From an optimization exercise on the open Yosys and OpenROAD flow, aimed at small area; shortcuts taken in it are not production practice. RTL that was checked went through simulation tests only; none was proved equivalent to the original.

==> job 5577 <==
==> flow/design.v <==
`timescale 1ns / 1ps
module main
#(parameter div = 16)
( input rst, input clk,
  input [3:0] row,
  output [3:0] col,
  output rw_out, output rs_out, output e_out, output [7:0] db_out,
  output [6:0] leds
);
reg [3:0] c16;
reg [4:0] c25;
reg [2:0] wb;
wire t0 = c25[4] & c25[3] & c25[0];                              
wire c25wrap = c25[4] & c25[3] & ~c25[0];                        
wire ktick = (c16[1:0] == 2'd0) & c25wrap;                       
wire ltick = (c16 == 4'd0) & ~t0;
wire [3:0] k = c16;
always @(posedge clk, posedge rst)
	if (rst) begin
		c16 <= 4'd0;
		c25 <= 5'h1f;
		wb <= 3'd0;
	end else begin
		c16 <= c16 + 4'd1;
		c25 <= c25wrap ? 5'd0 : c25 + 5'd1;
		if (ktick)
			wb <= 3'd0;
		else if (c16 == 4'd15)
			wb <= wb + 3'd1;
	end
reg [3:0] pc;            
reg [4:0] m25;
reg blink;
wire fresh = m25[4] & m25[3] & m25[0];                           
wire m25wrap = m25[4] & m25[3] & ~m25[0];                        
wire m25is23 = m25[4] & ~m25[3] & m25[2] & m25[1] & m25[0];
always @(posedge clk, posedge rst)
	if (rst) begin
		pc <= 4'd0;
		m25 <= 5'h1f;
		blink <= 1'b0;
	end else if (ktick) begin
		pc <= pc - 4'd1;
		m25 <= m25wrap ? 5'd0 : m25 + 5'd1;
		if (pc[0] & m25is23)
			blink <= ~blink;
	end
reg [4:0] K;
reg [2:0] Q;
wire rowv = (row == 4'b0111) | (row == 4'b1011) | (row == 4'b1101) | (row == 4'b1110);
wire [1:0] rowi = {~row[1] | ~row[0], ~row[2] | ~row[0]};
always @(posedge clk, posedge rst)
	if (rst) begin
		K <= 5'd0;
		Q <= 3'd0;
	end else if (ktick) begin
		case (pc)
		4'd15, 4'd7: if (rowv) Q <= {1'b1, rowi};
		4'd13: K <= rowv ? {3'b101, rowi} : {Q[2], 2'b00, Q[1:0]};
		4'd11: if (rowv) K <= {3'b110, rowi};
		4'd9: if (rowv) K <= {3'b111, rowi};
		4'd8: Q <= 3'd0;
		default: ;
		endcase
	end
assign col = fresh ? 4'b1111 :
             (pc[3:1] == 3'b111) ? 4'b0111 :
             (pc[3:1] == 3'b110) ? 4'b1011 :
             (pc[3:1] == 3'b101) ? 4'b1101 : 4'b1110;
wire [1:0] kc = K[3:2];
wire [1:0] kr = K[1:0];
wire key_none = ~K[4];
wire key_A = K[4] & (kc == 2'd3) & (kr == 2'd0);
wire key_digit = K[4] & (kc != 2'd3) & ~((kc != 2'd0) & (kr == 2'd3));
reg [3:0] kval;
always @*
	case ({kc, kr})
	4'h0: kval = 4'd1;  4'h1: kval = 4'd4;  4'h2: kval = 4'd7;  4'h3: kval = 4'd0;
	4'h4: kval = 4'd2;  4'h5: kval = 4'd5;  4'h6: kval = 4'd8;
	4'h8: kval = 4'd3;  4'h9: kval = 4'd6;  4'ha: kval = 4'd9;
	default: kval = 4'd0;
	endcase
reg [2:0] kop;
always @*
	case ({kc, kr})
	4'hd: kop = 3'd0;
	4'he: kop = 3'd1;
	4'hf: kop = 3'd4;
	4'hb: kop = 3'd3;
	4'h7: kop = 3'd2;
	default: kop = 3'd0;
	endcase
reg [1:0] ST;
reg [2:0] ST_L;
reg [1:0] index;
reg half;
wire p9 = (pc == 4'd7);      
wire comp = p9 & half;
always @(posedge clk, posedge rst)
	if (rst) begin
		ST <= 2'd0;
		ST_L <= 3'd0;
		index <= 2'd0;
		half <= 1'b0;
	end else if (ktick) begin
		if ((ST == 2'd3 || ST == 2'd1) && p9)
			half <= ~half;
		case (ST)
		2'd3:
			if (comp && key_none) ST <= 2'd0;
		2'd0:
			if (p9) begin
				if (key_A) begin
					ST <= 2'd3;
					ST_L <= {2'b00, ~ST_L[0]};
					index <= 2'd0;
				end else if (key_digit) begin
					ST <= 2'd3;
					index <= index + 2'd1;
				end else if (!key_none) begin
					ST <= 2'd1;
					index <= 2'd0;
					ST_L <= kop;
				end
			end
		2'd1:
			if (comp && key_none) ST <= 2'd2;
		2'd2:
			if (key_none) begin
				ST <= 2'd0;
				ST_L <= 3'd0;
			end
		endcase
	end
assign leds = {5'd0, (ST == 2'd0) && ST_L[0], ST == 2'd0};
reg [15:0] X, Y;         
reg carry;
reg pend;
wire obl = (ST == 2'd2);
wire b1 = (wb == 3'd1);
wire b2 = (wb == 3'd2);
wire b3 = (wb == 3'd3);
wire b4 = (wb == 3'd4);
wire b5 = (wb == 3'd5);
wire rot = pend & b1;
wire rot_wr = rot & key_digit;
wire rot_sw = rot & ~key_digit;
wire swap = obl & (b2 | b5) | rot_sw;    
wire halfy = obl & (b1 | b3);            
wire calc = obl & b3;
wire dd = obl & b4;
wire sub = (ST_L == 3'd1);
wire a = Y[0];
wire b = X[0];
wire bb = b ^ sub;
wire sum = a ^ bb ^ carry;
reg rop;
always @*
	case (ST_L)
	3'd0, 3'd1: rop = sum;
	3'd2: rop = a ^ b;
	3'd3: rop = a | b;
	3'd4: rop = a & b;
	default: rop = 1'b0;
	endcase
wire r = rop & ~(k[3] & k[2] & k[1]);
function [3:0] half4;
	input in;
	input [2:0] x;
	input en;
	half4 = (in & en) ? {x[2] | (x[1] & x[0]), ~(x[2] | (x[1] & x[0])), x[1] ^ x[0], ~x[0]}
	                  : {in, x};
endfunction
function [3:0] dbl4;
	input [3:0] d;
	input in;
	dbl4 = {d[3] & d[0] | d[2] & ~d[1] & ~d[0],
	        d[3] & ~d[0] | ~d[2] & d[1] | d[2] & d[1] & d[0],
	        d[3] & ~d[0] | ~d[3] & ~d[2] & d[0] | d[2] & d[1] & ~d[0],
	        in};
endfunction
function ge5;
	input [3:0] d;
	ge5 = d[3] | d[2] & (d[1] | d[0]);
endfunction
wire [1:0] q = {index[1] ^ index[0], index[0]};
wire ins = (k[3:2] == q) ? kval[k[1:0]] : X[0];
wire xtop = swap ? Y[0] : calc ? r : ins;
wire selR = swap | calc | rot_wr;
wire selH = ~selR & ~dd;
wire ytop = swap ? X[0] : (obl & b3) ? 1'b0 : Y[0];
wire [15:0] Yr = {ytop, Y[15:13], half4(Y[12], Y[11:9], halfy & (k[3:2] == 2'b00)),
                  half4(Y[8], Y[7:5], halfy & ~k[3]), half4(Y[4], Y[3:1], halfy & ~(k[3] & k[2]))};
wire [15:0] Yl = {dbl4(Y[15:12], ge5(Y[11:8])), dbl4(Y[11:8], ge5(Y[7:4])),
                  dbl4(Y[7:4], ge5(Y[3:0])), dbl4(Y[3:0], X[15])};
always @(posedge clk, posedge rst)
	if (rst) begin
		X <= 16'd0;
		Y <= 16'd0;
	end else begin
		X <= ({16{selR}} & {xtop, X[15:1]}) | ({16{dd}} & {X[14:0], 1'b0}) | ({16{selH}} & X);
		Y <= dd ? Yl : Yr;
	end
always @(posedge clk)
	carry <= calc ? ((a & bb) | (a & carry) | (bb & carry)) : sub;
always @(posedge clk, posedge rst)
	if (rst)
		pend <= 1'b0;
	else if (ktick)
		pend <= (ST == 2'd0) & p9 & (key_digit | key_A | (~key_none & ST_L[0]));
reg [1:0] g;
reg [2:0] s;
reg [1:0] jj;
wire s_last = s[2] & ~s[1];
wire g_end = s_last & (jj == 2'd0);
always @(posedge clk, posedge rst)
	if (rst) begin
		g <= 2'd0;
		s <= 3'b000;
		jj <= 2'd0;
	end else if (ltick) begin
		if (g_end) begin
			s <= 3'b000;
			g <= (g == 2'd1) ? 2'd2 : 2'd1;
			jj <= (g == 2'd1) ? 2'd0 : 2'd1;
		end else if (s_last) begin
			s <= 3'b001;
			jj <= jj - 2'd1;
		end else begin
			s <= {s[1:0], ~s[2]};
			if (s == 3'b000)
				jj <= jj - 2'd1;
		end
	end
assign e_out = s[1] & s[0];
assign rw_out = 1'b0;
assign rs_out = (g == 2'd2) & ~g_end;
wire G0 = ~g[1] & ~g[0];
wire G1 = g[0];
wire G2 = g[1];
reg [3:0] num;
always @*
	case (jj)
	2'd0: num = X[3:0];
	2'd1: num = X[7:4];
	2'd2: num = X[11:8];
	2'd3: num = X[15:12];
	endcase
reg [4:0] L;
reg lv;
always @*
	case ({ST_L, jj})
	{3'd0, 2'd2}: {lv, L} = 6'h21;                            
	{3'd0, 2'd1}, {3'd0, 2'd0}: {lv, L} = 6'h24;           
	{3'd1, 2'd2}: {lv, L} = 6'h33;                            
	{3'd1, 2'd1}: {lv, L} = 6'h35;                            
	{3'd1, 2'd0}: {lv, L} = 6'h22;                            
	{3'd2, 2'd2}: {lv, L} = 6'h38;                            
	{3'd2, 2'd1}, {3'd3, 2'd1}: {lv, L} = 6'h2f;            
	{3'd2, 2'd0}, {3'd3, 2'd0}: {lv, L} = 6'h32;            
	{3'd4, 2'd2}: {lv, L} = 6'h21;                            
	{3'd4, 2'd1}: {lv, L} = 6'h2e;                            
	{3'd4, 2'd0}: {lv, L} = 6'h24;                            
	default: {lv, L} = 6'h00;
	endcase
wire dig = G2 & (ST == 2'd0) & ~(jj == ~index & blink);
wire ltr = G2 & (ST == 2'd1) & lv;
wire j12 = jj[1] ^ jj[0];
assign db_out[7] = G1;
assign db_out[6] = G1 | ltr;
assign db_out[5] = G0 & jj[1] & jj[0] | G2 & ~ltr;
assign db_out[4] = G0 & jj[1] & jj[0] | dig | ltr & L[4];
assign db_out[3] = G1 | G0 & jj[0] | dig & num[3] | ltr & L[3];
assign db_out[2] = G1 | G0 & j12 | dig & num[2] | ltr & L[2];
assign db_out[1] = G0 & j12 | dig & num[1] | ltr & L[1];
assign db_out[0] = G0 & ~jj[1] & ~jj[0] | dig & num[0] | ltr & L[0];
endmodule
==> flow/flow/run.sh <==
#!/bin/bash
# Layout flow: the standard synthesis with an area-oriented ABC mapping
# script in place of ORFS's delay-oriented one (flow/synth.tcl), then the standard flow's
# standard layout for every later step, with two changes:
#  - port buffers are the smallest buffer (every port still gets one);
#  - the clock tree uses mid-size buffers and no dummy loads (every register
#    is still clocked through the tree, insertion delay balanced by CTS).
# Each tool's output goes to a log file here.
set -euo pipefail
W=$PWD
export MY_ABC_SCRIPT=$W/flow/area.abc
export FLOW_SYNTH_TCL=$W/synth_recipe.tcl
CTS="$(cat $W/flow/cts_args)"
bash standard.sh SYNTH_SCRIPT=$W/flow/synth.tcl synth > $W/flow_synth.log 2>&1
bash standard.sh "BUFFER_PORTS_ARGS=-buffer_cell sky130_fd_sc_hd__buf_1" "CTS_ARGS=$CTS" > $W/flow_layout.log 2>&1
==> flow/flow/area.abc <==
strash; &get -n; &st; &synch2; &dch -f; &nf -R 1000; &put
==> flow/flow/cts_args <==
-sink_clustering_enable -repair_clock_nets -dont_use_dummy_load -buf_list sky130_fd_sc_hd__clkbuf_4 sky130_fd_sc_hd__clkbuf_8 -sink_clustering_size 10 -sink_clustering_max_diameter 60
==> flow/flow/synth.tcl <==
# synth_recipe.tcl (the standard synthesis script) with one change: ORFS's
# synth.tcl is run with the ABC mapping script replaced by flow/area.abc.
# Everything before and after ABC, and so every register, is unchanged.
set f [open $::env(FLOW_SYNTH_TCL) r]; set bs [read $f]; close $f
set f [open $::env(SCRIPTS_DIR)/synth.tcl r]; set st [read $f]; close $f
set pre {source $::env(SCRIPTS_DIR)/synth_preamble.tcl}
set n [string first $pre $st]
if { $n < 0 } { error "synth_preamble not found in synth.tcl" }
set st [string map [list $pre "$pre\nset abc_args \[lreplace \$abc_args 1 1 \$::env(MY_ABC_SCRIPT)\]"] $st]
set src {source $::env(SCRIPTS_DIR)/synth.tcl}
if { [string first $src $bs] < 0 } { error "synth.tcl not sourced in synth_recipe.tcl" }
set bs [string map [list $src $st] $bs]
eval $bs
==> flow/standard.sh <==
#!/bin/bash
# synth_recipe.tcl (not shown) runs the flow's synth.tcl, then flattens the netlist and writes it again
# the make line also repeats each setting of config.mk as NAME=value (left out here)
make -C /OpenROAD-flow-scripts/flow DESIGN_CONFIG=/design/flow/config.mk WORK_HOME=/design/flow/orfs CLKGATE_MAP_FILE= SYNTH_SCRIPT=/design/flow/synth_recipe.tcl "${@:-finish}"
==> flow/config.mk <==
export PLATFORM = sky130hd
export DESIGN_NAME = main
export DESIGN_NICKNAME = main
export VERILOG_FILES = /design/flow/design.v
export SDC_FILE = /design/flow/constraint.sdc
export NUM_CORES = 4
export LEC_CHECK = 0
export CAP_MARGIN = 20
export CORE_MARGIN = 2
export CORE_UTILIZATION = 70
export SLEW_MARGIN = 20
==> flow/constraint.sdc <==
create_clock -name core_clock -period 20.0 [get_ports {clk}]
set_input_delay 4.0000 -clock core_clock [delete_from_list [all_inputs] [get_ports {clk}]]
set_output_delay 4.0000 -clock core_clock [all_outputs]
set_load 0.01 [all_outputs]
==> job 8540: changes against job 5577 <==
--- a/flow/design.v
+++ b/flow/design.v
@@ -23,10 +23,7 @@
 	end else begin
 		c16 <= c16 + 4'd1;
 		c25 <= c25wrap ? 5'd0 : c25 + 5'd1;
-		if (ktick)
-			wb <= 3'd0;
-		else if (c16 == 4'd15)
-			wb <= wb + 3'd1;
+		wb <= ktick ? 3'd0 : wb + {2'd0, c16 == 4'd15};
 	end
 reg [3:0] pc;            
 reg [4:0] m25;
@@ -39,30 +36,20 @@
 		pc <= 4'd0;
 		m25 <= 5'h1f;
 		blink <= 1'b0;
-	end else if (ktick) begin
-		pc <= pc - 4'd1;
-		m25 <= m25wrap ? 5'd0 : m25 + 5'd1;
-		if (pc[0] & m25is23)
-			blink <= ~blink;
+	end else begin
+		pc <= pc - {3'd0, ktick};
+		m25 <= (ktick & m25wrap) ? 5'd0 : m25 + {4'd0, ktick};
+		blink <= blink ^ (ktick & pc[0] & m25is23);
 	end
 reg [4:0] K;
-reg [2:0] Q;
 wire rowv = (row == 4'b0111) | (row == 4'b1011) | (row == 4'b1101) | (row == 4'b1110);
 wire [1:0] rowi = {~row[1] | ~row[0], ~row[2] | ~row[0]};
-always @(posedge clk, posedge rst)
-	if (rst) begin
+wire ksamp = ktick & pc[0] & (pc[3] | pc[2] & pc[1]) & (rowv | ~pc[3]);
+always @(posedge clk, posedge rst)
+	if (rst)
 		K <= 5'd0;
-		Q <= 3'd0;
-	end else if (ktick) begin
-		case (pc)
-		4'd15, 4'd7: if (rowv) Q <= {1'b1, rowi};
-		4'd13: K <= rowv ? {3'b101, rowi} : {Q[2], 2'b00, Q[1:0]};
-		4'd11: if (rowv) K <= {3'b110, rowi};
-		4'd9: if (rowv) K <= {3'b111, rowi};
-		4'd8: Q <= 3'd0;
-		default: ;
-		endcase
-	end
+	else if (ksamp)
+		K <= {rowv, ~pc[2:1], rowi};
 assign col = fresh ? 4'b1111 :
              (pc[3:1] == 3'b111) ? 4'b0111 :
              (pc[3:1] == 3'b110) ? 4'b1011 :
@@ -102,10 +89,11 @@
 		ST_L <= 3'd0;
 		index <= 2'd0;
 		half <= 1'b0;
-	end else if (ktick) begin
-		if ((ST == 2'd3 || ST == 2'd1) && p9)
-			half <= ~half;
-		case (ST)
+	end else begin
+		half <= half ^ (ktick & (ST == 2'd3 || ST == 2'd1) & p9);
+		index <= (ktick & (ST == 2'd0) & p9 & ~key_none & ~key_digit) ? 2'd0 :
+		         index + {1'b0, ktick & (ST == 2'd0) & p9 & key_digit};
+		if (ktick) case (ST)
 		2'd3:
 			if (comp && key_none) ST <= 2'd0;
 		2'd0:
@@ -113,23 +101,19 @@
 				if (key_A) begin
 					ST <= 2'd3;
 					ST_L <= {2'b00, ~ST_L[0]};
-					index <= 2'd0;
 				end else if (key_digit) begin
 					ST <= 2'd3;
-					index <= index + 2'd1;
 				end else if (!key_none) begin
 					ST <= 2'd1;
-					index <= 2'd0;
 					ST_L <= kop;
 				end
 			end
 		2'd1:
 			if (comp && key_none) ST <= 2'd2;
-		2'd2:
-			if (key_none) begin
-				ST <= 2'd0;
-				ST_L <= 3'd0;
-			end
+		2'd2: begin
+			ST <= 2'd0;
+			ST_L <= 3'd0;
+		end
 		endcase
 	end
 assign leds = {5'd0, (ST == 2'd0) && ST_L[0], ST == 2'd0};
@@ -142,10 +126,7 @@
 wire b3 = (wb == 3'd3);
 wire b4 = (wb == 3'd4);
 wire b5 = (wb == 3'd5);
-wire rot = pend & b1;
-wire rot_wr = rot & key_digit;
-wire rot_sw = rot & ~key_digit;
-wire swap = obl & (b2 | b5) | rot_sw;    
+wire swap = obl & (b2 | b5) | pend & b1;    
 wire halfy = obl & (b1 | b3);            
 wire calc = obl & b3;
 wire dd = obl & b4;
@@ -174,19 +155,27 @@
 function [3:0] dbl4;
 	input [3:0] d;
 	input in;
-	dbl4 = {d[3] & d[0] | d[2] & ~d[1] & ~d[0],
-	        d[3] & ~d[0] | ~d[2] & d[1] | d[2] & d[1] & d[0],
-	        d[3] & ~d[0] | ~d[3] & ~d[2] & d[0] | d[2] & d[1] & ~d[0],
-	        in};
+	reg [2:0] m;
+	begin
+		case (d)
+		4'd1, 4'd6: m = 3'd1;
+		4'd2, 4'd7: m = 3'd2;
+		4'd3, 4'd8: m = 3'd3;
+		4'd4, 4'd9: m = 3'd4;
+		default: m = 3'd0;
+		endcase
+		dbl4 = {m, in};
+	end
 endfunction
 function ge5;
 	input [3:0] d;
 	ge5 = d[3] | d[2] & (d[1] | d[0]);
 endfunction
-wire [1:0] q = {index[1] ^ index[0], index[0]};
-wire ins = (k[3:2] == q) ? kval[k[1:0]] : X[0];
-wire xtop = swap ? Y[0] : calc ? r : ins;
-wire selR = swap | calc | rot_wr;
+wire xtop = swap ? Y[0] : r;
+wire selR = swap | calc;
+wire wr = ktick & (ST == 2'd0) & p9 & key_digit;
+wire [3:0] wrd = {4{wr}} & {index == 2'd0, index == 2'd1, index == 2'd2, index == 2'd3};
+wire [15:0] wrm = {{4{wrd[3]}}, {4{wrd[2]}}, {4{wrd[1]}}, {4{wrd[0]}}};
 wire selH = ~selR & ~dd;
 wire ytop = swap ? X[0] : (obl & b3) ? 1'b0 : Y[0];
 wire [15:0] Yr = {ytop, Y[15:13], half4(Y[12], Y[11:9], halfy & (k[3:2] == 2'b00)),
@@ -198,7 +187,7 @@
 		X <= 16'd0;
 		Y <= 16'd0;
 	end else begin
-		X <= ({16{selR}} & {xtop, X[15:1]}) | ({16{dd}} & {X[14:0], 1'b0}) | ({16{selH}} & X);
+		X <= ({16{selR}} & {xtop, X[15:1]}) | ({16{dd}} & {X[14:0], 1'b0}) | ({16{selH}} & ~wrm & X) | (wrm & {4{kval}});
 		Y <= dd ? Yl : Yr;
 	end
 always @(posedge clk)
@@ -207,7 +196,7 @@
 	if (rst)
 		pend <= 1'b0;
 	else if (ktick)
-		pend <= (ST == 2'd0) & p9 & (key_digit | key_A | (~key_none & ST_L[0]));
+		pend <= (ST == 2'd0) & p9 & (key_A | (~key_none & ~key_digit & ST_L[0]));
 reg [1:0] g;
 reg [2:0] s;
 reg [1:0] jj;
==> flow/flow/run.sh (replaced) <==
#!/bin/bash
# Layout flow: the standard synthesis with an area-oriented ABC mapping
# script in place of ORFS's delay-oriented one (flow/synth.tcl), then the standard flow's
# standard layout for every later step, with these changes:
#  - port buffers are the smallest buffer (every port still gets one);
#  - one tie cell drives all constant outputs;
#  - the clock tree uses mid-size buffers and no dummy loads (every register
#    is still clocked through the tree, insertion delay balanced by CTS).
# The standard synthesis is run first as a reference: if the registers of
# the area-oriented synthesis (instance names and cell types) differ from
# it in any way, the standard synthesis is used instead.
# Each tool's output goes to a log file here.
set -euo pipefail
W=$PWD
R=$W/orfs/results/${FLOW_PLATFORM}/main/base
export MY_ABC_SCRIPT=$W/flow/area.abc
export FLOW_SYNTH_TCL=$W/synth_recipe.tcl
CTS="$(cat $W/flow/cts_args)"

regs() { grep -E '^ *sky130_fd_sc_hd__(df|edf|sdf|dl)[a-z]*_[0-9]+ ' "$1" | awk '{print $1, $2}' | sort; }

bash standard.sh synth > $W/flow_synth_std.log 2>&1
cp $R/1_2_yosys.v $W/std_1_2_yosys.v
rm -f $R/1_2_yosys.v $R/1_2_yosys.sdc $R/1_synth.odb $R/1_synth.sdc
bash standard.sh SYNTH_SCRIPT=$W/flow/synth.tcl synth > $W/flow_synth.log 2>&1
if ! diff <(regs $W/std_1_2_yosys.v) <(regs $R/1_2_yosys.v) > $W/flow_regs_diff.log 2>&1; then
	echo "registers differ from the standard synthesis; using it" >> $W/flow_regs_diff.log
	rm -f $R/1_2_yosys.v $R/1_2_yosys.sdc $R/1_synth.odb $R/1_synth.sdc
	bash standard.sh synth > $W/flow_synth_fallback.log 2>&1
fi
bash standard.sh SKIP_REPAIR_TIE_FANOUT=1 "BUFFER_PORTS_ARGS=-buffer_cell sky130_fd_sc_hd__buf_1" "CTS_ARGS=$CTS" > $W/flow_layout.log 2>&1
==> flow/flow/cts_args (replaced) <==
-sink_clustering_enable -repair_clock_nets -dont_use_dummy_load -buf_list sky130_fd_sc_hd__clkbuf_4 -sink_buffer_max_cap_derate 0.5
==> run summary <==
Of job 5577 and job 8540, job 5577 has the higher synthesized area (gap 3.5%, measured against job 8540). Job 8540 finished clean. Job 5577 aborted during clock tree synthesis (4_1_cts). Synthesized cell count: job 8540 is lower than job 5577 (about 5%).
==> figures <==
quantity                                                                                                                  job 5577                  job 8540
Run status                                                                                                  stopped before the end            finished clean
Stage where the flow stopped                                                                        clock tree synthesis (4_1_cts)                         -
Pre-CTS setup slack                                                                                                       13.80 ns                  13.90 ns
Avg Cell Area, Syn                                                                                                       8.84 um^2                 8.98 um^2
Mapped Cells                                                                                                                   527                       501
Y dimension of the die                                                                                                     85.6 um                   84.2 um
FF+latch count, synth                                                                                                           79                        76
Post-synth ARST share                                                                                                        98.7%                     98.7%
Arithmetic-cell share of the synthesized area counting full adders, half adders and majority gates                           8.76%                     7.12%
Cell area after placement                                                                                                4810 um^2                 4640 um^2
Final weighted congestion of routability-driven global placement                                                             0.916                     0.922
Area share of xor/xnor cells in the synthesized design                                                                       2.44%                     3.31%
Post-Syn Area                                                                                                            4660 um^2                 4500 um^2
Detailed Place HPWL                                                                                                        6860 um                   7220 um
Instance count after placement with tap cells included                                                                         625                       594
Synth Area in Simple Gates                                                                                                   18.7%                     17.9%
Count leader, synth                                                                                       sky130_fd_sc_hd__nand2_1  sky130_fd_sc_hd__dfrtp_1
Multiplexer share of the synthesized area                                                                                    2.28%                     3.62%
No functional check of the RTL was part of job 5577.

==> what the ideal ports hide <==
How much do the figures lean on ideal ports? The routed layout below was timed once more, with nothing changed but the port constraints. Step 1: set_driving_cell puts a clkbuf_16 on clk and a buf_2 on each other input, an assumption about the parent block. Step 2 adds t to the input delays and takes it off the output delays; t is the mean of the earliest and latest rising clock arrival at the registers after step 1. Input paths then give back, and output paths get back, about the clock's delay inside the block. Three values: no drivers, after step 1, after step 2; two values: the first two.
run: job 8540
t (ns): 0.457
slack for setup (ns): 13.383 / 13.353 / 13.810
hold slack, ns: 0.485 / 0.485 / 0.485
worst setup path after step 2: register to output
cell pins on the clock port's net: 1
After both steps job 8540 still meets setup and hold. For job 8540, drivers alone change the setup slack by -0.030 ns; drivers and shift together by +0.427 ns.
